Background: an optimization exercise with open tools, aiming at small area and a short achievable clock period. Do not read the settings as production practice.
In this exercise RTL edits were held to simulation tests only and were not proved equivalent to the original.
No activity file was given, so power comes from the tool's default toggle rates.

==> flow/design.v <==
module adler32 (
  input         rst_n, clk,
  input         size_valid,
  input  [31:0] size,
  input         data_start,
  input  [ 7:0] data,
  output        checksum_valid,
  output [31:0] checksum
);
  wire busy, in_data, last_data;
  controller ctl( rst_n, clk, size_valid, data_start,
    last_data, checksum_valid, busy, in_data );
  datapath datap( clk, size, busy, data, in_data, last_data, checksum );
endmodule
module controller (
  input      rst_n, clk,
  input      size_valid,
  input      data_start,
  input      last_data,
  output reg checksum_valid,
  output     busy,
  output reg in_data
);
  reg wait_ds;
  wire idle = ~(wait_ds | in_data | checksum_valid);
  wire go   = idle & size_valid;
  assign busy = wait_ds | in_data;
  always @( posedge clk ) begin
    wait_ds        <= rst_n & ( go & ~data_start | wait_ds & ~data_start );
    in_data        <= rst_n & ( ( go | wait_ds ) & data_start | in_data & ~last_data );
    checksum_valid <= rst_n & in_data & last_data;
  end
endmodule
module datapath (
  input         clk,
  input  [31:0] size,
  input         busy,
  input  [ 7:0] data,
  input         in_data,
  output        last_data,
  output [31:0] checksum
);
  reg  [15:0] A, B;
  reg  [31:0] size_cnt;
  assign checksum  = { B, A };
  assign last_data = ( size_cnt == 32'h00000001 );
  always @( posedge clk )
    size_cnt <= busy ? size_cnt - in_data : size;
  wire [15:0] nA;
  modadd8 addA ( A, data, nA );
  wire [7:0] al = A[7:0], bl = B[7:0];
  wire [7:0] x1 = al ^ bl, g1 = al & bl;
  wire [7:0] s1 = x1 ^ data;                      
  wire [8:0] c1 = { g1 | ( x1 & data ), 1'b0 };
  wire [7:0] L0, L1, L2;
  wire [2:0] T0, T1, T2;
  zsum #( 8'd0  ) z0 ( s1, c1, L0, T0 );
  zsum #( 8'd15 ) z1 ( s1, c1, L1, T1 );
  zsum #( 8'd30 ) z2 ( s1, c1, L2, T2 );
  wire [9:0] S0 = A[15:8] + B[15:8];
  wire [9:0] S1 = S0 + 10'd1;
  wire [9:0] S2 = S0 + 10'd2;
  wire [9:0] S3 = S0 + 10'd3;
  wire [3:0] f1 = { S3[9] | S3[8], S2[9] | S2[8], S1[9] | S1[8], S0[9] | S0[8] };
  wire [3:0] f2 = { S3[9], S2[9], S1[9], S0[9] };
  wire ge1 = f1[0] | T1[0] & f1[1] | T1[1] & f1[2] | T1[2] & f1[3];
  wire ge2 = f2[0] | T2[0] & f2[1] | T2[1] & f2[2] | T2[2] & f2[3];
  wire [2:0] T  = ge2 ? T2 : ge1 ? T1 : T0;
  wire [7:0] lo = ge2 ? L2 : ge1 ? L1 : L0;
  wire [7:0] hi = T[2] ? S3[7:0] : T[1] ? S2[7:0] : T[0] ? S1[7:0] : S0[7:0];
  wire [15:0] nB = { hi, lo };
  always @( posedge clk ) begin
    A <= in_data ? nA : 16'd1;
    B <= in_data ? nB : 16'd0;
  end
endmodule
module zsum #( parameter [7:0] K = 8'd0 ) (
  input  [7:0] s,
  input  [8:0] c,
  output [7:0] lo,
  output [2:0] t
);
  wire [7:0] s2 = s ^ c[7:0] ^ K;
  wire [8:0] c2 = { ( s & c[7:0] ) | ( ( s | c[7:0] ) & K ), 1'b0 };
  wire [9:0] r;
  ks #(8) add ( s2, c2[7:0], 1'b0, r );
  wire       c8 = r[8];
  assign lo = r[7:0];
  assign t  = { c[8] & c2[8] & c8,
                c[8] & c2[8] | c[8] & c8 | c2[8] & c8,
                c[8] | c2[8] | c8 };
endmodule
module modadd8 (
  input  [15:0] x,
  input  [ 7:0] d,
  output [15:0] y
);
  wire [9:0] lo, s15;
  ks #(8) add_lo ( x[7:0], d, 1'b0, lo );
  wire [7:0] cs_s = x[7:0] ^ d ^ 8'h0f;
  wire [8:0] cs_c = { ( x[7:0] & d ) | ( ( x[7:0] | d ) & 8'h0f ), 1'b0 };
  ks #(8) add_15 ( cs_s, cs_c[7:0], 1'b0, s15 );
  wire       ge256 = cs_c[8] | s15[8];
  wire       ge512 = cs_c[8] & s15[8];
  wire       hff  = &x[15:8];
  wire       hfe  = ( x[15:8] == 8'hfe );
  wire       wrap = hff & ge256 | hfe & ge512;
  wire [7:0] hi1  = x[15:8] + 1'b1;
  wire [7:0] hi   = lo[8] ? hi1 : x[15:8];
  assign y = wrap ? { 8'h00, s15[7:0] } : { hi, lo[7:0] };
endmodule
module ks #( parameter W = 8 ) (
  input  [W-1:0] a, b,
  input          ci,
  output [9:0]   s
);
  localparam L = ( W > 16 ) ? 5 : ( W > 8 ) ? 4 : ( W > 4 ) ? 3 : ( W > 2 ) ? 2 : 1;
  wire [W-1:0] g [0:L];
  wire [W-1:0] p [0:L];
  assign g[0] = a & b;
  assign p[0] = a ^ b;
  genvar i, j;
  generate
    for( j = 0; j < L; j = j + 1 ) begin : lvl
      for( i = 0; i < W; i = i + 1 ) begin : bt
        if( i >= ( 1 << j ) ) begin : mrg
          assign g[j+1][i] = g[j][i] | p[j][i] & g[j][i-(1<<j)];
          assign p[j+1][i] = p[j][i] & p[j][i-(1<<j)];
        end else begin : pas
          assign g[j+1][i] = g[j][i];
          assign p[j+1][i] = p[j][i];
        end
      end
    end
  endgenerate
  wire [W:0] c = { g[L] | p[L] & { W{ci} }, ci };
  wire [W:0] r = { c[W], p[0] ^ c[W-1:0] };
  assign s = r;
endmodule
Settings: LEC_CHECK=0, ABC_AREA=1, CAP_MARGIN=20, CORE_MARGIN=2, CORE_UTILIZATION=40, PLACE_DENSITY=0.75, SETUP_SLACK_MARGIN=3.0, SLEW_MARGIN=20; clock period 6.5 ns.
standard.sh (not shown) runs the stock make flow with config.mk's settings and CLKGATE_MAP_FILE= SYNTH_SCRIPT=/design/flow/synth_recipe.tcl, a recipe that flattens the netlist after the stock synthesis.
==> flow/flow/run.sh <==
#!/bin/bash
# The standard ORFS layout with two changes:
#  - Yosys's full/half-adder extraction is off (ADDER_MAP_FILE empty), so
#    ABC maps all of the arithmetic itself;
#  - ports are buffered with buf_1 instead of the default delay buffer.
set -u
export ADDER_MAP_FILE=
export BUFFER_PORTS_ARGS="-buffer_cell sky130_fd_sc_hd__buf_1"
bash standard.sh > standard.log 2>&1
Edit:
--- a/flow/design.v
+++ b/flow/design.v
@@ -53,9 +53,8 @@
   wire [7:0] s1 = x1 ^ data;                      
   wire [8:0] c1 = { g1 | ( x1 & data ), 1'b0 };
-  wire [7:0] L0, L1, L2;
-  wire [2:0] T0, T1, T2;
-  zsum #( 8'd0  ) z0 ( s1, c1, L0, T0 );
-  zsum #( 8'd15 ) z1 ( s1, c1, L1, T1 );
-  zsum #( 8'd30 ) z2 ( s1, c1, L2, T2 );
+  wire [9:0] Z0, Z1, Z2;
+  csadd #( 8'd0  ) z0 ( s1, c1, Z0 );
+  csadd #( 8'd15 ) z1 ( s1, c1, Z1 );
+  csadd #( 8'd30 ) z2 ( s1, c1, Z2 );
   wire [9:0] S0 = A[15:8] + B[15:8];
   wire [9:0] S1 = S0 + 10'd1;
@@ -64,9 +63,9 @@
   wire [3:0] f1 = { S3[9] | S3[8], S2[9] | S2[8], S1[9] | S1[8], S0[9] | S0[8] };
   wire [3:0] f2 = { S3[9], S2[9], S1[9], S0[9] };
-  wire ge1 = f1[0] | T1[0] & f1[1] | T1[1] & f1[2] | T1[2] & f1[3];
-  wire ge2 = f2[0] | T2[0] & f2[1] | T2[1] & f2[2] | T2[2] & f2[3];
-  wire [2:0] T  = ge2 ? T2 : ge1 ? T1 : T0;
-  wire [7:0] lo = ge2 ? L2 : ge1 ? L1 : L0;
-  wire [7:0] hi = T[2] ? S3[7:0] : T[1] ? S2[7:0] : T[0] ? S1[7:0] : S0[7:0];
+  wire       ge1 = f1[Z1[9:8]];
+  wire       ge2 = f2[Z2[9:8]];
+  wire [1:0] q  = ge2 ? Z2[9:8] : ge1 ? Z1[9:8] : Z0[9:8];
+  wire [7:0] lo = ge2 ? Z2[7:0] : ge1 ? Z1[7:0] : Z0[7:0];
+  wire [7:0] hi = q[1] ? ( q[0] ? S3[7:0] : S2[7:0] ) : ( q[0] ? S1[7:0] : S0[7:0] );
   wire [15:0] nB = { hi, lo };
   always @( posedge clk ) begin
@@ -75,19 +74,14 @@
   end
 endmodule
-module zsum #( parameter [7:0] K = 8'd0 ) (
+module csadd #( parameter [7:0] K = 8'd0 ) (
   input  [7:0] s,
   input  [8:0] c,
-  output [7:0] lo,
-  output [2:0] t
+  output [9:0] z
 );
-  wire [7:0] s2 = s ^ c[7:0] ^ K;
-  wire [8:0] c2 = { ( s & c[7:0] ) | ( ( s | c[7:0] ) & K ), 1'b0 };
-  wire [9:0] r;
-  ks #(8) add ( s2, c2[7:0], 1'b0, r );
-  wire       c8 = r[8];
-  assign lo = r[7:0];
-  assign t  = { c[8] & c2[8] & c8,
-                c[8] & c2[8] | c[8] & c8 | c2[8] & c8,
-                c[8] | c2[8] | c8 };
+  wire [8:0] s2 = { c[8], s ^ c[7:0] ^ K };
+  wire [9:0] c2 = { c[8] & 1'b0, ( s & c[7:0] ) | ( ( s | c[7:0] ) & K ), 1'b0 };
+  wire [9:0] zz;
+  ks #(9) add ( s2, c2[8:0], 1'b0, zz );
+  assign z = zz;
 endmodule
 module modadd8 (
@@ -100,10 +94,8 @@
   wire [7:0] cs_s = x[7:0] ^ d ^ 8'h0f;
   wire [8:0] cs_c = { ( x[7:0] & d ) | ( ( x[7:0] | d ) & 8'h0f ), 1'b0 };
-  ks #(8) add_15 ( cs_s, cs_c[7:0], 1'b0, s15 );
-  wire       ge256 = cs_c[8] | s15[8];
-  wire       ge512 = cs_c[8] & s15[8];
+  ks #(9) add_15 ( { 1'b0, cs_s }, cs_c, 1'b0, s15 );
   wire       hff  = &x[15:8];
   wire       hfe  = ( x[15:8] == 8'hfe );
-  wire       wrap = hff & ge256 | hfe & ge512;
+  wire       wrap = hff & ( s15[9] | s15[8] ) | hfe & s15[9];
   wire [7:0] hi1  = x[15:8] + 1'b1;
   wire [7:0] hi   = lo[8] ? hi1 : x[15:8];
The changed run completed with no timing, DRC or antenna violations.
Non-clock buffer count increases by 6.
Power increases by 35%.
Synthesized cell count is lower by 0.41%.
Maximum frequency shrinks by 0.74%.
Clock-buffer cell count is lower by 3.
Synthesized area hardly moves.
Cell area rises by 1.7%.
Setup slack got worse by 0.025 ns.

==> re-timing with driven ports <==
No port has a modelled driver above. Below, the same layouts with a new extraction and two added sets of constraints. Step 1: set_driving_cell puts a clkbuf_16 on clk and a buf_2 on each other input, an assumption about the parent block. Step 2 also shifts input and output timing later by t, the mid clock arrival at the registers, as if the neighbouring blocks saw the same clock. Three values: ideal ports, drivers, drivers and shift; two values: the first two.
run | shift t [ns] | setup WS [ns] | worst setup path after step 2 | clock arrival spread, ns
the first run | 0.381 | 3.172 / 3.191 / 2.810 | input to register | 0.008 / 0.008
the second run | 0.383 | 3.147 / 3.164 / 2.781 | input to register | 0.004 / 0.005
After both steps every run listed still meets setup and hold. For the second run, which loses most, drivers alone change the setup slack by +0.017 ns; drivers and shift together by -0.366 ns.
